This is an optimization exercise on Yosys and OpenROAD, whose aim is small area and a short achievable clock period, not a production implementation. Function was checked by simulation only, so behaviour that the tests miss may differ from the original. No driver is modelled on the clock port, so clock power and skew are understated where the tree is cut down; a real chip needs a root buffer or a tree. No activity file was given, so power comes from the tool's default toggle rates.

Design TEN_GIG_MAC_RX_PATH, start of the top module:
module TEN_GIG_MAC_RX_PATH #(
    parameter       P_SRC_MAC  = 48'h01_02_03_04_05_06
)(
    input           i_clk               ,
    input           i_rst               ,
    input  [63:0]   i_xgmii_rxd         ,
    input  [7 :0]   i_xgmii_rxc         ,
    input  [47:0]   i_dynamic_src_mac   ,
    input           i_dynamic_src_valid ,
    output [63:0]   m_axis_rdata        ,
    output [79:0]   m_axis_ruser        ,
    output [7 :0]   m_axis_rkeep        ,
    output          m_axis_rlast        ,
    output          m_axis_rvalid       ,
    output          o_crc_error         ,
    output          o_crc_valid
);
reg  [63:0] d1;              
reg  [7 :0] c1;
reg  [31:0] r2;              
always @(posedge i_clk) begin
    d1 <= i_xgmii_rxd;
    c1 <= i_xgmii_rxc;
    r2 <= d1[63:32];
end
wire        fb0 = c1[0] && d1[7 :0 ] == 8'hFB;      
wire        fb4 = c1[4] && d1[39:32] == 8'hFB;      
wire [7:0]  fd;                                     
genvar gi;
generate for (gi = 0; gi < 8; gi = gi + 1) begin : g_fd
    assign fd[gi] = c1[gi] && d1[8*gi+7 -: 8] == 8'hFD;
end endgenerate
reg         loc3;            
reg         sof4d;
reg  [3:0]  fdr;             
always @(posedge i_clk or posedge i_rst) begin
    if (i_rst) begin
        loc3  <= 1'b0;
        sof4d <= 1'b0;
        fdr   <= 4'd0;
    end else begin
        if (fb0)
            loc3 <= 1'b0;
        else if (fb4)
            loc3 <= 1'b1;
        sof4d <= fb4 && !fb0;
        fdr   <= fd[7:4];
    end
end
wire [63:0] acur  = loc3 ? {d1[31:0], r2} : d1;
wire [7 :0] fda   = loc3 ? {fd[3:0], fdr} : fd;
wire        sofa  = fb0 || sof4d;
wire        eofa  = |fda;
wire [2 :0] phia  = {fda[4] | fda[5] | fda[6] | fda[7],
                     fda[2] | fda[3] | fda[6] | fda[7],
                     fda[1] | fda[3] | fda[5] | fda[7]};
reg  [63:0] a2, a3, a4, a5, a6;
  ...
Size: roughly 1700 cells after synthesis, roughly 650 flip-flops, roughly 280 I/O pins, about 24000 um^2 of cells after synthesis.
==> flow/config.mk <==
export PLATFORM = sky130hd
export DESIGN_NAME = TEN_GIG_MAC_RX_PATH
export DESIGN_NICKNAME = TEN_GIG_MAC_RX_PATH
export VERILOG_FILES = /design/flow/design.v
export SDC_FILE = /design/flow/constraint.sdc
export NUM_CORES = 4
export LEC_CHECK = 0
export CAP_MARGIN = 20
export CORE_MARGIN = 2
export CORE_UTILIZATION = 60
export SLEW_MARGIN = 20
==> flow/constraint.sdc <==
create_clock -name core_clock -period 9.0 [get_ports {i_clk}]
set_input_delay 1.8000 -clock core_clock [delete_from_list [all_inputs] [get_ports {i_clk}]]
set_output_delay 1.8000 -clock core_clock [all_outputs]
set_load 0.01 [all_outputs]
standard.sh (not shown) runs the stock make flow with config.mk's settings and CLKGATE_MAP_FILE= SYNTH_SCRIPT=/design/flow/synth_recipe.tcl, a recipe that flattens the netlist after the stock synthesis.
==> flow/flow/run.sh <==
#!/bin/bash
set -euo pipefail
W=$(pwd)
MARGIN=6.35
CLUSTER=30
DIAM=80
export DONT_BUFFER_PORTS=1
export PRE_GLOBAL_PLACE_TCL=$W/flow/ports.tcl
export CTS_ARGS="-sink_clustering_enable -repair_clock_nets -dont_use_dummy_load -buf_list {sky130_fd_sc_hd__clkbuf_8 sky130_fd_sc_hd__clkbuf_16} -root_buf sky130_fd_sc_hd__clkbuf_16 -sink_clustering_size $CLUSTER -sink_clustering_max_diameter $DIAM"
NLEAF=34
if [[ $NLEAF != 0 ]]; then export PRE_CTS_TCL=$W/flow/cts.tcl; fi
if [[ $MARGIN != 0 ]]; then export SETUP_SLACK_MARGIN=$MARGIN; fi
bash standard.sh > $W/standard_flow.log 2>&1
==> flow/flow/cts.tcl <==
proc my_two_level_cts {nroot nleaf leafcell rootcell} {
  set block [ord::get_db_block]
  set db [ord::get_db]
  set clknet [$block findNet i_clk]
  set sinks {}
  foreach it [$clknet getITerms] {
    set inst [$it getInst]
    set loc [$inst getLocation]
    lappend sinks [list $it [lindex $loc 0] [lindex $loc 1]]
  }
  set n [llength $sinks]
  set sorted [lsort -real -index 1 $sinks]
  set cents {}
  for {set k 0} {$k < $nleaf} {incr k} {
    set s [lindex $sorted [expr {int(($k + 0.5) * $n / $nleaf)}]]
    lappend cents [list [lindex $s 1] [lindex $s 2]]
  }
  # k-means with at most cap registers per cluster: registers are assigned
  # in order of their distance to the nearest centre, each to the nearest
  # centre that still has room
  set cap [expr {int(ceil(1.12 * $n / $nleaf))}]
  for {set iter 0} {$iter < 30} {incr iter} {
    set order {}
    set i 0
    foreach s $sinks {
      set ds {}
      for {set k 0} {$k < $nleaf} {incr k} {
        set c [lindex $cents $k]
        lappend ds [list $k [expr {abs([lindex $s 1] - [lindex $c 0]) + abs([lindex $s 2] - [lindex $c 1])}]]
      }
      set ds [lsort -real -index 1 $ds]
      lappend order [list $i [lindex $ds 0 1] $ds]
      incr i
    }
    set sumx [lrepeat $nleaf 0.0]; set sumy [lrepeat $nleaf 0.0]; set cnt [lrepeat $nleaf 0]
    set assign [lrepeat $n 0]
    foreach o [lsort -real -index 1 $order] {
      set i [lindex $o 0]
      foreach kd [lindex $o 2] {
        set k [lindex $kd 0]
        if {[lindex $cnt $k] < $cap} { break }
      }
      set s [lindex $sinks $i]
      lset assign $i $k
      lset sumx $k [expr {[lindex $sumx $k] + [lindex $s 1]}]
      lset sumy $k [expr {[lindex $sumy $k] + [lindex $s 2]}]
      lset cnt $k [expr {[lindex $cnt $k] + 1}]
    }
    for {set k 0} {$k < $nleaf} {incr k} {
      if {[lindex $cnt $k] > 0} {
        lset cents $k [list [expr {[lindex $sumx $k] / [lindex $cnt $k]}] [expr {[lindex $sumy $k] / [lindex $cnt $k]}]]
      }
    }
  }
  puts "clock tree: $n registers, $nleaf leaf clusters, sizes [lsort -integer $cnt]"
  # group the leaf clusters into nroot groups (k-means on their centres)
  set lc {}
  for {set k 0} {$k < $nleaf} {incr k} {
    if {[lindex $cnt $k] > 0} { lappend lc [list $k {*}[lindex $cents $k]] }
  }
  set nl [llength $lc]
  set sortedl [lsort -real -index 1 $lc]
  set rc {}
  for {set r 0} {$r < $nroot} {incr r} {
    set s [lindex $sortedl [expr {int(($r + 0.5) * $nl / $nroot)}]]
    lappend rc [list [lindex $s 1] [lindex $s 2]]
  }
  set rcap [expr {int(ceil(1.0 * $nl / $nroot))}]
  for {set iter 0} {$iter < 30} {incr iter} {
    set order {}
    foreach l $lc {
      set ds {}
      for {set r 0} {$r < $nroot} {incr r} {
        set c [lindex $rc $r]
        lappend ds [list $r [expr {abs([lindex $l 1] - [lindex $c 0]) + abs([lindex $l 2] - [lindex $c 1])}]]
      }
      set ds [lsort -real -index 1 $ds]
      lappend order [list $l [lindex $ds 0 1] $ds]
    }
    set rsx [lrepeat $nroot 0.0]; set rsy [lrepeat $nroot 0.0]; set rcnt [lrepeat $nroot 0]
    array unset rof
    foreach o [lsort -real -index 1 $order] {
      set l [lindex $o 0]
      foreach kd [lindex $o 2] {
        set r [lindex $kd 0]
        if {[lindex $rcnt $r] < $rcap} { break }
      }
      set rof([lindex $l 0]) $r
      lset rsx $r [expr {[lindex $rsx $r] + [lindex $l 1]}]
      lset rsy $r [expr {[lindex $rsy $r] + [lindex $l 2]}]
      lset rcnt $r [expr {[lindex $rcnt $r] + 1}]
    }
    for {set r 0} {$r < $nroot} {incr r} {
      if {[lindex $rcnt $r] > 0} {
        lset rc $r [list [expr {[lindex $rsx $r] / [lindex $rcnt $r]}] [expr {[lindex $rsy $r] / [lindex $rcnt $r]}]]
      }
    }
  }
  puts "clock tree: $nroot root buffers driving [lsort -integer $rcnt] leaf buffers"
  set rootm [$db findMaster $rootcell]
  set leafm [$db findMaster $leafcell]
  for {set r 0} {$r < $nroot} {incr r} {
    if {[lindex $rcnt $r] == 0} { continue }
    set root [odb::dbInst_create $block $rootm clktree_root_$r]
    set rnet($r) [odb::dbNet_create $block clktree_root_net_$r]
    $rnet($r) setSigType CLOCK
    [$root findITerm A] connect $clknet
    [$root findITerm X] connect $rnet($r)
    set c [lindex $rc $r]
    $root setLocation [expr {int([lindex $c 0])}] [expr {int([lindex $c 1])}]
    $root setPlacementStatus PLACED
  }
  foreach l $lc {
    set k [lindex $l 0]
    set leaf [odb::dbInst_create $block $leafm clktree_leaf_$k]
    set lnet [odb::dbNet_create $block clktree_leaf_net_$k]
    $lnet setSigType CLOCK
    [$leaf findITerm A] connect $rnet($rof($k))
    [$leaf findITerm X] connect $lnet
    $leaf setLocation [expr {int([lindex $l 1])}] [expr {int([lindex $l 2])}]
    $leaf setPlacementStatus PLACED
    set leaves($k) $lnet
  }
  set i 0
  foreach s $sinks {
    set it [lindex $s 0]
    $it disconnect
    $it connect $leaves([lindex $assign $i])
    incr i
  }
}

my_two_level_cts 4 34 sky130_fd_sc_hd__clkbuf_16 sky130_fd_sc_hd__clkbuf_16

# the tree is built: the step's clock_tree_synthesis call only sets the
# clock propagated, as TritonCTS leaves it
rename clock_tree_synthesis my_unused_clock_tree_synthesis
proc clock_tree_synthesis {args} {
  puts "clock tree built by flow/cts.tcl; TritonCTS not run"
  set_propagated_clock [all_clocks]
}
Other scripts of this flow, unchanged in this note and not shown: flow/flow/ports.tcl
The first run finished clean.
Rerun with:
==> flow/flow/run.sh (replaced) <==
#!/bin/bash
set -euo pipefail
W=$(pwd)
MARGIN=6.5
CLUSTER=30
DIAM=80
export DONT_BUFFER_PORTS=1
export PRE_GLOBAL_PLACE_TCL=$W/flow/ports.tcl
export CTS_ARGS="-sink_clustering_enable -repair_clock_nets -dont_use_dummy_load -buf_list {sky130_fd_sc_hd__clkbuf_8 sky130_fd_sc_hd__clkbuf_16} -root_buf sky130_fd_sc_hd__clkbuf_16 -sink_clustering_size $CLUSTER -sink_clustering_max_diameter $DIAM"
NLEAF=26
if [[ $NLEAF != 0 ]]; then export PRE_CTS_TCL=$W/flow/cts.tcl; fi
if [[ $MARGIN != 0 ]]; then export SETUP_SLACK_MARGIN=$MARGIN; fi
bash standard.sh > $W/standard_flow.log 2>&1
--- a/flow/flow/cts.tcl
+++ b/flow/flow/cts.tcl
@@ -131,5 +131,5 @@
 }
 
-my_two_level_cts 4 34 sky130_fd_sc_hd__clkbuf_16 sky130_fd_sc_hd__clkbuf_16
+my_two_level_cts 4 26 sky130_fd_sc_hd__clkbuf_16 sky130_fd_sc_hd__clkbuf_16
 
 # the tree is built: the step's clock_tree_synthesis call only sets the
- global-route usage goes up by 0.70 points
- via count is higher slightly
- maximum frequency went down slightly
- die area stays the same
- design area rose by a few percent
- synthesized cell count does not change
- combinational power grows by a few percent
- synthesized area stays the same
- total power rose by a few percent
- worst hold slack gets worse by 0.0046 ns
- worst setup slack degrades by 0.028 ns
Rerun with:
==> flow/flow/run.sh (replaced) <==
#!/bin/bash
set -euo pipefail
W=$(pwd)
MARGIN=6.25
CLUSTER=30
DIAM=80
export DONT_BUFFER_PORTS=1
export PRE_GLOBAL_PLACE_TCL=$W/flow/ports.tcl
export CTS_ARGS="-sink_clustering_enable -repair_clock_nets -dont_use_dummy_load -buf_list {sky130_fd_sc_hd__clkbuf_8 sky130_fd_sc_hd__clkbuf_16} -root_buf sky130_fd_sc_hd__clkbuf_16 -sink_clustering_size $CLUSTER -sink_clustering_max_diameter $DIAM"
NLEAF=32
if [[ $NLEAF != 0 ]]; then export PRE_CTS_TCL=$W/flow/cts.tcl; fi
if [[ $MARGIN != 0 ]]; then export SETUP_SLACK_MARGIN=$MARGIN; fi
bash standard.sh > $W/standard_flow.log 2>&1
--- a/flow/flow/cts.tcl
+++ b/flow/flow/cts.tcl
@@ -131,5 +131,5 @@
 }
 
-my_two_level_cts 4 26 sky130_fd_sc_hd__clkbuf_16 sky130_fd_sc_hd__clkbuf_16
+my_two_level_cts 4 32 sky130_fd_sc_hd__clkbuf_16 sky130_fd_sc_hd__clkbuf_16
 
 # the tree is built: the step's clock_tree_synthesis call only sets the
Core utilization drops by 2.8 points. Power went down by 2.9%. Sequential power decreases by about 2%. Combinational power goes down by about 5.6%. Final area came out lower by about 4%. Final cell count decreases by about 1.6%.
In every run of this note, the design's own scripts or RTL, not TritonCTS, make the clock network.

TEN_GIG_MAC_RX_PATH, a different RTL version from the one above (not shown whole).
For scale: about 1,700 cells after synthesis, about 650 flip-flops, ~280 I/O pins, ~0.024 mm2 of cells after synthesis.
==> flow/config.mk <==
export PLATFORM = sky130hd
export DESIGN_NAME = TEN_GIG_MAC_RX_PATH
export DESIGN_NICKNAME = TEN_GIG_MAC_RX_PATH
export VERILOG_FILES = /design/flow/design.v
export SDC_FILE = /design/flow/constraint.sdc
export NUM_CORES = 4
export LEC_CHECK = 0
export CAP_MARGIN = 20
export CORE_MARGIN = 2
export CORE_UTILIZATION = 60
export SLEW_MARGIN = 20
==> flow/constraint.sdc <==
create_clock -name core_clock -period 9.0 [get_ports {i_clk}]
set_input_delay 1.8000 -clock core_clock [delete_from_list [all_inputs] [get_ports {i_clk}]]
set_output_delay 1.8000 -clock core_clock [all_outputs]
set_load 0.01 [all_outputs]
==> flow/flow/run.sh <==
#!/bin/bash
set -euo pipefail
W=$(pwd)
MARGIN=6.3
CLUSTER=30
DIAM=80
export BUFFER_PORTS_ARGS="-buffer_cell sky130_fd_sc_hd__buf_2"
export CTS_ARGS="-sink_clustering_enable -repair_clock_nets -dont_use_dummy_load -buf_list {sky130_fd_sc_hd__clkbuf_8 sky130_fd_sc_hd__clkbuf_16} -root_buf sky130_fd_sc_hd__clkbuf_16 -sink_clustering_size $CLUSTER -sink_clustering_max_diameter $DIAM"
if [[ $MARGIN != 0 ]]; then export SETUP_SLACK_MARGIN=$MARGIN; fi
bash standard.sh > $W/standard_flow.log 2>&1
==> next run, changes <==
--- a/flow/flow/run.sh
+++ b/flow/flow/run.sh
@@ -4,3 +4,3 @@
-MARGIN=6.3
-CLUSTER=30
-DIAM=80
+MARGIN=6.0
+CLUSTER=16
+DIAM=60
CORE_UTILIZATION = 40   (was 60)
Effect: First-iteration DRC count shrinks by 8.0%; final area shrinks by about 1.4%; die area grows by about 50%; register-to-register slack loses 240 ps.
==> next run, changes <==
--- a/flow/flow/run.sh
+++ b/flow/flow/run.sh
@@ -5,2 +5,2 @@
-CLUSTER=16
-DIAM=60
+CLUSTER=30
+DIAM=80
CORE_UTILIZATION = 60   (was 40)
Outcome:
- The changed run ran to the end with no violations
- register-to-register slack is better by 20 ps
- routed wire length is lower by 8.3%
- worst setup slack got worse by 25 ps
- clock-buffer cell count decreases by 23
- global-route usage grows by 8.3 points
- non-clock buffer count went up by 4
- sequential share of layout area rose by 1.8 points
- cell count drops by about 10%
- fmax came out lower by about 0.8%
==> next run, changes <==
--- a/flow/flow/run.sh
+++ b/flow/flow/run.sh
@@ -7 +7,2 @@
-export BUFFER_PORTS_ARGS="-buffer_cell sky130_fd_sc_hd__buf_2"
+export DONT_BUFFER_PORTS=1
+export PRE_GLOBAL_PLACE_TCL=$W/flow/ports.tcl
==> flow/flow/ports.tcl (new file) <==
# Sourced before global placement (PRE_GLOBAL_PLACE_TCL). The standard step
# removes the synthesis buffers and then buffers every port; here the port
# buffering (DONT_BUFFER_PORTS=1 skips the standard one) follows
# remove_buffers directly, with buf_1 on inputs and buf_2 on outputs.
rename remove_buffers my_std_remove_buffers
proc remove_buffers {args} {
  my_std_remove_buffers {*}$args
  buffer_ports -inputs -buffer_cell sky130_fd_sc_hd__buf_1
  buffer_ports -outputs -buffer_cell sky130_fd_sc_hd__buf_2
}
Register-to-register slack degrades by 30 ps.
Maximum frequency rose by 0.62%.
First-iteration DRC count increases by 5.0%.
Synthesized area is unchanged.
Power rises by 0.89%.
Via count went up by 0.86%.
Design area went down by 0.55%.
Final cell count barely changes.
==> next run, changes <==
--- a/flow/flow/run.sh
+++ b/flow/flow/run.sh
@@ -4 +4 @@
-MARGIN=6.0
+MARGIN=6.6
@@ -7,2 +7 @@
-export DONT_BUFFER_PORTS=1
-export PRE_GLOBAL_PLACE_TCL=$W/flow/ports.tcl
+export BUFFER_PORTS_ARGS="-buffer_cell sky130_fd_sc_hd__buf_2"
removed: flow/flow/ports.tcl
What happened: The new run ran to the end with no violations; wire length rose by 3.1%; worst setup slack is worse by 4.6 ps; power goes up by 8.5%; die area does not change; non-clock buffer count rose by 83.

-- afterwards: timing with drivers on the ports --
In the flow no input, the clock included, has a driving cell. The finished layouts below were timed again as built, in two steps.
Step 1 sets driving cells, clkbuf_16 on the clock port and buf_2 on the other inputs (assumed; they add their load-dependent delay and slew).
Step 2 adds t to the input delays and takes it off the output delays; t is the mean of the earliest and latest rising clock arrival at the registers after step 1. Input paths then give back, and output paths get back, about the clock's delay inside the block.
Slacks: ideal / step 1 / step 2; pairs: ideal / step 1.
| run | shift t [ns] | setup WS [ns] | hold slack, ns | slew at the worst register clock pin (ns) | worst slew at a driven data input, ns |
|---|---|---|---|---|---|
| the first run of note 1 | 0.477 | 6.244 / 6.133 / 6.032 | 0.306 / 0.306 / 0.306 | 0.09 / 0.09 | 0.07 |
| the second run of note 1 | 0.460 | 6.216 / 6.111 / 6.182 | 0.301 / 0.301 / 0.301 | 0.11 / 0.11 | 0.07 |
| the third run of note 1 | 0.486 | 6.216 / 6.124 / 6.044 | 0.304 / 0.304 / 0.304 | 0.09 / 0.09 | 0.08 |
| the first run of note 2 | 0.640 | 6.018 / 5.963 / 5.954 | 0.252 / 0.252 / 0.252 | 0.12 / 0.12 | 0.06 |
| the second run of note 2 | 0.633 | 6.041 / 5.983 / 5.817 | 0.309 / 0.309 / 0.309 | 0.07 / 0.07 | 0.07 |
| the third run of note 2 | 0.634 | 6.015 / 5.960 / 5.885 | 0.294 / 0.294 / 0.294 | 0.11 / 0.11 | 0.07 |
| the fourth run of note 2 | 0.639 | 6.034 / 5.977 / 5.693 | 0.324 / 0.324 / 0.324 | 0.11 / 0.11 | 0.07 |
| the fifth run of note 2 | 0.645 | 6.029 / 5.972 / 6.097 | 0.268 / 0.268 / 0.268 | 0.11 / 0.11 | 0.07 |
After both steps every run listed still meets setup and hold. The setup slack of the fourth run of note 2, which loses most, moves by -0.057 ns with the drivers and by -0.341 ns with both steps. Setup slack includes reset recovery checks.
